What follows belongs to an exercise in optimizing a design on an open flow for small area, a short achievable clock period and few clock cycles per item; a production flow would make more cautious choices. Function was checked by simulation only, so behaviour that the tests miss may differ from the original. Power is estimated from default activity; no workload was simulated.

## flow/design.v (module list and top-level ports; edited modules follow where they fit)
// module dot_product_accel: 1452 lines
// module dotp_fa: 5 lines
// module dotp_ha: 4 lines
module dot_product_accel (
    input  logic                 clk,
    input  logic                 rst,
    input  logic                 start,
    output logic                 done,
    input  logic signed [31:0]   a0,
    input  logic signed [31:0]   a1,
    input  logic signed [31:0]   a2,
    input  logic signed [31:0]   a3,
    input  logic signed [31:0]   a4,
    input  logic signed [31:0]   a5,
    input  logic signed [31:0]   a6,
    input  logic signed [31:0]   a7,
    input  logic signed [31:0]   b0,
    input  logic signed [31:0]   b1,
    input  logic signed [31:0]   b2,
    input  logic signed [31:0]   b3,
    input  logic signed [31:0]   b4,
    input  logic signed [31:0]   b5,
    input  logic signed [31:0]   b6,
    input  logic signed [31:0]   b7,
    output logic signed [63:0]   result
);
  // ...
==> flow/flow/run.sh <==
#!/bin/bash
# Own layout flow: the standard ORFS flow (standard.sh, unchanged
# synthesis), with buf_1 port buffers and timing repair aimed at a tighter
# setup target than the clock period. The constraints are the standard flow's.
# Each tool's output goes to standard_flow.log and ORFS's own logs.
export BUFFER_PORTS_ARGS="-buffer_cell sky130_fd_sc_hd__buf_1"
export SETUP_SLACK_MARGIN=${SETUP_MARGIN_OVERRIDE:-6.5}
bash standard.sh > standard_flow.log 2>&1
==> flow/standard.sh <==
#!/bin/bash
# synth_recipe.tcl (not shown) runs the flow's synth.tcl, then flattens the netlist and writes it again
# the make line also repeats each setting of config.mk as NAME=value (left out here)
make -C /OpenROAD-flow-scripts/flow DESIGN_CONFIG=/design/flow/config.mk WORK_HOME=/design/flow/orfs CLKGATE_MAP_FILE= SYNTH_SCRIPT=/design/flow/synth_recipe.tcl "${@:-finish}"
==> flow/config.mk <==
export PLATFORM = sky130hd
export DESIGN_NAME = dot_product_accel
export DESIGN_NICKNAME = dot_product_accel
export VERILOG_FILES = /design/flow/design.v
export SDC_FILE = /design/flow/constraint.sdc
export NUM_CORES = 4
export LEC_CHECK = 0
export CAP_MARGIN = 20
export CORE_MARGIN = 2
export CORE_UTILIZATION = 65
export CTS_BUF_LIST = sky130_fd_sc_hd__clkbuf_4 sky130_fd_sc_hd__clkbuf_8
export CTS_CLUSTER_SIZE = 24
export SLEW_MARGIN = 20
export SYNTH_HIERARCHICAL = 1
==> flow/constraint.sdc <==
create_clock -name core_clock -period 10.5 [get_ports {clk}]
set_input_delay 2.1000 -clock core_clock [delete_from_list [all_inputs] [get_ports {clk}]]
set_output_delay 2.1000 -clock core_clock [all_outputs]
set_load 0.01 [all_outputs]
==> results.sh, run 1 <==
export IMPL_port_buffer_count=579
export IMPL_drc=0
export IMPL_syn_area_per_cell_um2=10.81
export IMPL_crit_top_cell="fa_1"
export IMPL_clock_area_share_pct=5.343
export IMPL_p_leak_nw=21.66
export IMPL_routedWlPerCell_um=26.94
export IMPL_multi_input_area_share_pct=58.27
export IMPL_syn_area_um2=48830
export IMPL_grt_start_max_net_pins=215
export IMPL_finalNonFillerCells=5961
export IMPL_worst_slew_pin_slew_ps=1128
export IMPL_ir_worst_vdd_uv=439.3
export IMPL_numCtsBuffers=130
export IMPL_synth_top_cell_by_area="dfxtp_1"
export IMPL_slew_headroom_pct=24.78
export IMPL_ys_seq_elements=764
export IMPL_p_int_w=0.01251
export IMPL_antenna_cells=16
export IMPL_io_pins=580
export IMPL_seq_area_um2=15420
export IMPL_syn_to_final_growth_pct=12.72
export IMPL_grt_busiest_layer="met2"
export IMPL_final_hold_viol_count=0
export IMPL_p_clk_w=0.00301
export IMPL_fin_tns_setup_ps=0
export IMPL_status="timing/DRC/antenna clean"
export IMPL_yosysMostFrequentCell="dfxtp_1"
export IMPL_grt_overflow_total=0
export IMPL_dr_wl_met2_um=68210
export IMPL_num_tap_cells=969
export IMPL_power_switching_w=0.01030
export IMPL_routed_top_layer="met5"
export IMPL_path_class="flop to flop"
export IMPL_min_from="rb[5][23]$_DFF_P_"
export IMPL_grt_pass1_vias=39010
export IMPL_worst_ep_arrival_time_ps=4730
export IMPL_post_cts_buffers=2
export IMPL_grtUsageMet2_pct=59.90
export IMPL_sequentialPowerShare_pct=20.6
export IMPL_reg2reg_depth=8
export IMPL_rrSetupSlack_ps=6460
export IMPL_nFillCells=5260
Testbench counts, summed over its fixed seeds: cycles 16,000, items 1,600.
==> run 2: changes to the inputs <==
==> flow/flow/run.sh (replaced) <==
#!/bin/bash
# Own layout flow: the standard ORFS flow (standard.sh, unchanged
# synthesis), with buf_1 port buffers and timing repair aimed at a tighter
# setup target than the clock period (the margin in flow/setup_margin).
# The constraints are the standard flow's. Each tool's output goes to standard_flow.log
# and ORFS's own logs.
export BUFFER_PORTS_ARGS="-buffer_cell sky130_fd_sc_hd__buf_1"
export SETUP_SLACK_MARGIN=$(cat flow/setup_margin 2>/dev/null || echo 6.5)
bash standard.sh > standard_flow.log 2>&1
==> flow/flow/setup_margin (new file) <==
6.5
--- a/flow/config.mk
+++ b/flow/config.mk
@@ -8,5 +8,5 @@
 export CAP_MARGIN = 20
 export CORE_MARGIN = 2
-export CORE_UTILIZATION = 65
+export CORE_UTILIZATION = 55
 export CTS_BUF_LIST = sky130_fd_sc_hd__clkbuf_4 sky130_fd_sc_hd__clkbuf_8
 export CTS_CLUSTER_SIZE = 24
==> results.sh, run 2 <==
export IMPL_status="timing/DRC/antenna clean"
export IMPL_top_register="ra"
export IMPL_viasPerCell=6.209
export IMPL_synth_warnings=9
export IMPL_synth_top_cell_by_area="dfxtp_1"
export IMPL_layout_drive_gt1_share_pct=17.85
export IMPL_synth_xor_area_share_pct=9.076
export IMPL_pwr_share_comb_pct=66.0
export IMPL_nFillCells=7467
export IMPL_p_int_w=0.01230
export IMPL_setup_violations=0
export IMPL_slew_headroom_pct=33.22
export IMPL_syn_to_final_growth_pct=12.78
export IMPL_grt_overflow_total=0
export IMPL_rsz0062_at_grt="yes"
export IMPL_cts_tree="done"
export IMPL_synth_top_family_by_area="adder cells"
export IMPL_async_reset_ff_share_pct=0
export IMPL_cp_max_fo=4
export IMPL_dr_first_iter_drc_count=3899
export IMPL_rrSetupSlack_ps=6520
export IMPL_num_rows=109
export IMPL_die_area_um2=91180
export IMPL_syn_inst=4516
export IMPL_top_regs="ra: 255 flops, rb: 224 flops"
export IMPL_multi_input_area_um2=32090
export IMPL_antenna_found_initial=23
export IMPL_holdBufCountCts=0
export IMPL_worstPathRequired_ps=11150
export IMPL_synth_top_area_share_pct=31.32
export IMPL_die_w_um=302.0
export IMPL_port_buffer_count=579
export IMPL_synth_area_leaders="dfxtp_1, fa_1, mux2_2"
export IMPL_syn_area_um2=48830
export IMPL_fp_dieH_um=302.0
export IMPL_clk_latency_ps=840
export IMPL_crit_top_cell="o211a_1"
export IMPL_synth_fp_nets=5623
export IMPL_layout_commonest_cell="dfxtp_1"
export IMPL_layout_common_cells="dfxtp_1, buf_1, xnor2_1, mux2_2, fa_1"
export IMPL_numCtsBuffers=132
export IMPL_synth_edf_count=0
export IMPL_synth_compound_area_share_pct=17.68
export IMPL_cts_sinks=764
export IMPL_finalNonFillerCells=6153
export IMPL_coreArea_um2=88240
export IMPL_wl_um=161100
export IMPL_critical_path_startpoint_type="input port"
export IMPL_power_switching_w=0.009963
export IMPL_hpwl_um=113500
export IMPL_place_congestion=0.9215
export IMPL_ys_seq_elements=764
export IMPL_path_buf_inv=1
export IMPL_p_leak_nw=21.55
export IMPL_final_hold_viol_count=0
export IMPL_worst_slew_pin_slew_ps=1002
export IMPL_worst_ep_arrival_time_ps=4740
export IMPL_period_share_pct=39.00
export IMPL_hold_class="flop to flop"
export IMPL_worst_path_max_delay_cell="fa_2"
export IMPL_drtAntennaViolNets=0
export IMPL_largest_register_ffs=255
export IMPL_synth_top_flop_cell="dfxtp_1"
export IMPL_p_sw_share_pct=44.75
export IMPL_h_tree_depth=4
export IMPL_maxCapViolCount=0
export IMPL_grt_start_max_net_pins=189
export IMPL_sequentialPowerShare_pct=21.2
export IMPL_drc=0
export IMPL_timing_fmax_mhz=244.2
export IMPL_clk_pin_slew_ps=60
export IMPL_synth_mux_area_share_pct=10.38
export IMPL_power_frac_clock_pct=12.8
export IMPL_grt_pass1_vias=37810
export IMPL_critPathTopFamily="compound AO/OA/AOI/OAI gates"
export IMPL_path_class="input port to flop"
export IMPL_ys_types=76
export IMPL_crit_path_end_kind="flop"
export IMPL_dp_cells=5894
export IMPL_nNetsFinal=5983
export IMPL_routedWlPerCell_um=26.18
export IMPL_synth_common_cells="dfxtp_1, xnor2_1, mux2_2"
export IMPL_firstDrtPassIters=9
export IMPL_clockBufferDepth=3
export IMPL_crit_path_max_incr_delay_ps=420
export IMPL_fin_worst_skew_ps=46.94
export IMPL_io_pins=580
export IMPL_yosysMostFrequentCell="dfxtp_1"
export IMPL_cp_cell_sequence="buf_12 -> ha_4 -> fa_2 -> a211oi_4 -> o211a_1 -> o31ai_4 -> o21ai_2 -> o211a_1 -> o41a_1 -> o21bai_1 -> a21o_1 -> o41ai_2 -> o22ai_1"
export IMPL_ir_worst_vdd_uv=327.1
export IMPL_synthAdderAreaFrac_pct=21.37
export IMPL_maxSlewViolCount=0
export IMPL_grt_usage_pct=34.70
export IMPL_fin_ws_ps=6405
export IMPL_dpl_worst_slack_ps=5521
export IMPL_start_util_pct=55.34
export IMPL_yosysSeqAreaShare_pct=31.32
export IMPL_fin_tns_setup_ps=0
export IMPL_seq_area_um2=15420
export IMPL_grt_pass1_wl_um=239200
export IMPL_post_route_util_pct=62.41
export IMPL_finalCriticalPeriod_ps=4095
export IMPL_vias=38210
export IMPL_cts_root_buf="clkbuf_8"
export IMPL_synth_simple_area_share_pct=6.242
export IMPL_syn_area_per_cell_um2=10.81
export IMPL_powerDensity_nw_per_um2=404.3
[run 2: stage by stage]
step	instance area [um^2]	power (W)	hold WS, ps
floorplan	48950	0.01483	434.0
global placement	51530	0.01877	434.9
detailed placement	51530	0.01913	440.3
CTS	54410	0.02201	450.3
global route	55040	0.02467	452.4
finish	55070	0.02226	447.4
[run 2: per-layer routing]
layer | track usage (%) | vias up | wire length, um
met4 | 10.17 | 18 | 5355
met1 | 45.30 | 18570 | 66300
li1 | - | 17000 | -
met2 | 52.59 | 2141 | 69540
met5 | 0.2588 | - | 161
met3 | 14.50 | 481 | 19750
[run 2: cell families after synthesis]
family / after synthesis
compound gates: 1106
flops: 764
fa+ha+maj: 592
simple gates: 586
buf+inv: 508
xor+xnor: 506
mux: 454
[run 2: what timing repair did]
item	in CTS	in global routing
endpoints found under the setup margin	38	165
resized for setup	35	121
endpoints found under the hold margin	0	0
setup buffers	2	11
pin swaps	4	26
[run 2: cell type report]
type	instances	share of cell area, %
clock buffer	199	4.474
inverter	74	0.5044
multi-input combinational	3244	58.27
tap	1165	2.647
antenna	18	0.08179
clock inverter	29	0.5385
timing repair buffer	660	5.476
sequential	764	28.01
[run 2: per-module statistics from Yosys (local to each module, per instance)]
module | area, um^2 | copies in the design
dot_product_accel | 40230 | 1
dotp_fa | 20.02 | 400
dotp_ha | 12.51 | 47
[run 2: worst register-to-register path, cell delays in order (launching register included)]
cell and delay [ps]:
dfxtp_1 780, a22o_1 240, a221oi_1 60, xnor2_1 190
fa_2 690, fa_1 500, fa_1 470, fa_1 550
fa_1 420
[run 2: path summary, 6_finish.rpt]
| kind | start | to | cells after the start |
|---|---|---|---|
| worst min-delay path | ra[7][4]$_SDFF_PN0_ | ra[6][4]$_DFF_P_ | 1 |
| worst max-delay path | a0[0] | t3[29]$_DFF_P_ | 13 |
| worst max register to register | t3[18]$_DFF_P_ | acc_c[25]$_DFF_P_ | 8 |
| worst min register to register | ra[7][4]$_SDFF_PN0_ | ra[6][4]$_DFF_P_ | 1 |
[run 2: power by group through the flow]
stage | Combinational [W] | Clock (W) | Sequential [W]
final | 0.0147 | 0.00285 | 0.00472
after global routing | 0.0169 | 0.00303 | 0.00476
after CTS | 0.0144 | 0.00291 | 0.00467
after detailed placement | 0.0144 | 0 | 0.00472
after global placement | 0.0141 | 0 | 0.00471
after floorplan | 0.0105 | 0 | 0.00430
==> run 3: changes to the inputs <==
==> flow/flow/setup_margin (replaced) <==
6.0
--- a/flow/config.mk
+++ b/flow/config.mk
@@ -8,5 +8,5 @@
 export CAP_MARGIN = 20
 export CORE_MARGIN = 2
-export CORE_UTILIZATION = 55
+export CORE_UTILIZATION = 65
 export CTS_BUF_LIST = sky130_fd_sc_hd__clkbuf_4 sky130_fd_sc_hd__clkbuf_8
 export CTS_CLUSTER_SIZE = 24
==> results.sh, run 3 <==
export IMPL_clk_latency_ps=810
export IMPL_synth_fp_nets=5623
export IMPL_h_tree_depth=3
export IMPL_powerDensity_nw_per_um2=411.8
export IMPL_path_class="flop to flop"
export IMPL_vias=39160
export IMPL_wl_um=157700
export IMPL_grt_pass1_vias=38600
export IMPL_synth_top_area_share_pct=31.32
export IMPL_worst_path_max_delay_cell="dfxtp_1"
export IMPL_critical_path_startpoint_type="flop"
export IMPL_synth_area_leaders="dfxtp_1, fa_1, mux2_2"
export IMPL_cts_sinks=764
export IMPL_finalCriticalPeriod_ps=4371
export IMPL_timing_fmax_mhz=228.8
export IMPL_grt_usage_pct=39.57
export IMPL_slew_headroom_pct=26.83
export IMPL_final_hold_viol_count=0
export IMPL_dr_first_iter_drc_count=5809
export IMPL_layout_commonest_cell="dfxtp_1"
export IMPL_port_buffer_count=579
export IMPL_worstReg2RegStart="e_x1[1]$_DFF_P_"
export IMPL_clockBufferDepth=3
export IMPL_yosysSeqAreaShare_pct=31.32
export IMPL_holdBufCountCts=0
export IMPL_antenna_found_initial=20
export IMPL_worstPathRequired_ps=11160
export IMPL_firstDrtPassIters=14
export IMPL_yosysMostFrequentCell="dfxtp_1"
export IMPL_hpwl_um=110300
export IMPL_die_w_um=278.1
export IMPL_crit_path_end_kind="flop"
export IMPL_synth_edf_count=0
export IMPL_postPlaceCellArea_um2=51160
export IMPL_nNetsFinal=5957
export IMPL_layout_drive_gt1_share_pct=15.45
export IMPL_ir_worst_vdd_uv=459.5
export IMPL_io_pins=580
export IMPL_fin_tns_setup_ps=0
export IMPL_syn_to_final_growth_pct=10.53
export IMPL_min_from="rb[3][27]$_DFF_P_"
export IMPL_finalNonFillerCells=5929
export IMPL_synth_top_flop_cell="dfxtp_1"
export IMPL_synth_common_cells="dfxtp_1, xnor2_1, mux2_2"
export IMPL_fin_worst_skew_ps=52.49
export IMPL_drc=0
export IMPL_die_area_um2=77330
export IMPL_grt_pass1_wl_um=235300
export IMPL_synth_warnings=9
export IMPL_fp_dieH_um=278.1
export IMPL_routedWlPerCell_um=26.60
export IMPL_cts_root_buf="clkbuf_8"
export IMPL_ys_types=76
export IMPL_largest_register_ffs=255
export IMPL_cts_tree="done"
export IMPL_viasPerCell=6.604
export IMPL_rrSetupSlack_ps=6130
export IMPL_crit_path_start="e_x1[1]$_DFF_P_"
export IMPL_maxCapViolCount=0
export IMPL_crit_end="acc_c[38]$_DFF_P_"
export IMPL_syn_area_per_cell_um2=10.81
export IMPL_start_util_pct=65.59
export IMPL_final_area_um2=53970
export IMPL_grt_overflow_total=0
export IMPL_grt_start_max_net_pins=182
export IMPL_cp_max_fo=21
export IMPL_worst_ep_arrival_time_ps=5030
export IMPL_numCtsBuffers=119
export IMPL_crit_path_max_incr_delay_ps=770
export IMPL_hold_class="flop to flop"
export IMPL_top_register="ra"
export IMPL_maxSlewViolCount=0
export IMPL_path_depth=9
export IMPL_syn_inst=4516
export IMPL_synth_top_cell_by_area="dfxtp_1"
export IMPL_layout_common_cells="dfxtp_1, buf_1, xnor2_1, mux2_2, fa_1"
export IMPL_cp_cell_sequence="buf_4 -> o41ai_1 -> xnor2_1 -> inv_1 -> fa_1 -> fa_1 -> fa_1 -> fa_1 -> fa_1"
export IMPL_dp_cells=5697
export IMPL_r2r_end="acc_c[38]$_DFF_P_"
export IMPL_top_regs="ra: 255 flops, rb: 224 flops"
export IMPL_worst_slew_pin_slew_ps=1098
export IMPL_p_leak_nw=21.28
export IMPL_clk_pin_slew_ps=60
export IMPL_num_rows=100
export IMPL_period_share_pct=41.63
export IMPL_syn_area_um2=48830
export IMPL_reg2reg_depth=9
export IMPL_status="timing/DRC/antenna clean"
export IMPL_crit_top_cell="fa_1"
export IMPL_setup_violations=0
export IMPL_async_reset_ff_share_pct=0
export IMPL_place_congestion=0.9627
export IMPL_ys_seq_elements=764
export IMPL_rsz0062_at_grt="no"
export IMPL_critPathTopFamily="adder cells"
export IMPL_drtAntennaViolNets=0
export IMPL_coreArea_um2=74450
export IMPL_path_buf_inv=2
==> run 3: Yosys stat by module (local to each module, per instance) <==
module,cell area [um^2],flops+latches,cells,copies in the design
dotp_ha,12.51,0,1,47
dotp_fa,20.02,0,1,400
dot_product_accel,40230,764,4069,1
==> run 3: how the worst min path moves through the flow <==
stage	end	slack [ps]	depth (start not counted)
4_1_cts	rb[2][27]$_DFF_P_	420	1
2_1_floorplan	ra[1][31]$_DFF_P_	430	1
3_5_place_dp	ra[3][22]$_DFF_P_	440	1
6_report	rb[2][27]$_DFF_P_	420	1
3_3_place_gp	ra[4][6]$_DFF_P_	430	1
5_1_grt	rb[2][27]$_DFF_P_	440	1
==> run 3: cell type report <==
type | instances | area, um^2
flip-flops and latches | 764 | 15350
fillers | 5470 | 20480
multi-input cells | 3244 | 31620
inverters | 74 | 277.8
clock buffers | 187 | 2355
repair buffers | 647 | 2736
well taps | 969 | 1212
diodes | 15 | 37.54
clock inverters | 29 | 381.6
==> run 3: power by group <==
| part | switching [W] | internal [W] |
|---|---|---|
| logic | 0.00804 | 0.00664 |
| registers | 0.000742 | 0.00400 |
| clock network | 0.00125 | 0.00154 |
==> run 3: cell families after synthesis <==
group | after synthesis | share of synthesized area [%]
adders and majority gates | 592 | 21.37
muxes | 454 | 10.38
and+or+nand+nor | 586 | 6.242
AOI/OAI and AO/OA | 1106 | 17.68
DFF | 764 | 31.32
buffers and inverters | 508 | 3.931
xor gates and xnor gates | 506 | 9.076
==> run 3: stage by stage <==
step                total power [W]  hold slack (ps)  worst slack (ps)  util, %
global route                0.02408            436.3              6002    72.48
global placement            0.01843            434.9              5305    68.72
detailed placement          0.01912            439.8              5222    68.72
finish                      0.02222            424.7              6129    72.49
floorplan                   0.01483            434.0              6029        -
CTS                         0.02194            417.7              6003    72.39
==> run 3: routing by layer <==
| layer | up-vias | global-route usage, % | wire (um) |
|---|---|---|---|
| li1 | 16950 | - | - |
| met1 | 18890 | 50.90 | 61970 |
| met4 | 30 | 12.77 | 6621 |
| met5 | - | 3.189 | 551 |
| met2 | 2599 | 59.40 | 67360 |
| met3 | 698 | 17.46 | 21190 |
==> run 3: timing repair <==
item                                    in CTS  in global routing
buffers inserted                             0                  1
endpoints found under the setup margin       0                 22
resized for setup                            0                  4

## port drivers added, routing unchanged
The results above use ideal ports. As a check the final layouts listed here were re-extracted and re-timed, cells and wires unchanged.
Step 1 assumes that a clkbuf_16 drives the clock port and a buf_2 every other input.
Step 2 times the ports against the registers' clock, not the clock port: input delays grow and output delays shrink by t, the midpoint of the rising clock arrivals with the driver on.
Slacks: ideal / step 1 / step 2; pairs: ideal / step 1.
run	t (ns)	setup WS [ns]	worst hold slack (ns)	latest minus earliest clock arrival (ns)	worst register clock-pin slew, ns
run 1	0.891	6.457 / 6.457 / 5.653	0.429 / 0.429 / 0.429	0.064 / 0.064	0.07 / 0.07
run 2	0.879	6.405 / 6.365 / 5.486	0.447 / 0.447 / 0.447	0.047 / 0.047	0.07 / 0.07
run 3	0.845	6.129 / 6.129 / 5.436	0.425 / 0.425 / 0.425	0.059 / 0.059	0.07 / 0.07
After both steps every run listed still meets setup and hold. The setup slack of run 2, which loses most, moves by -0.040 ns with the drivers and by -0.919 ns with both steps.
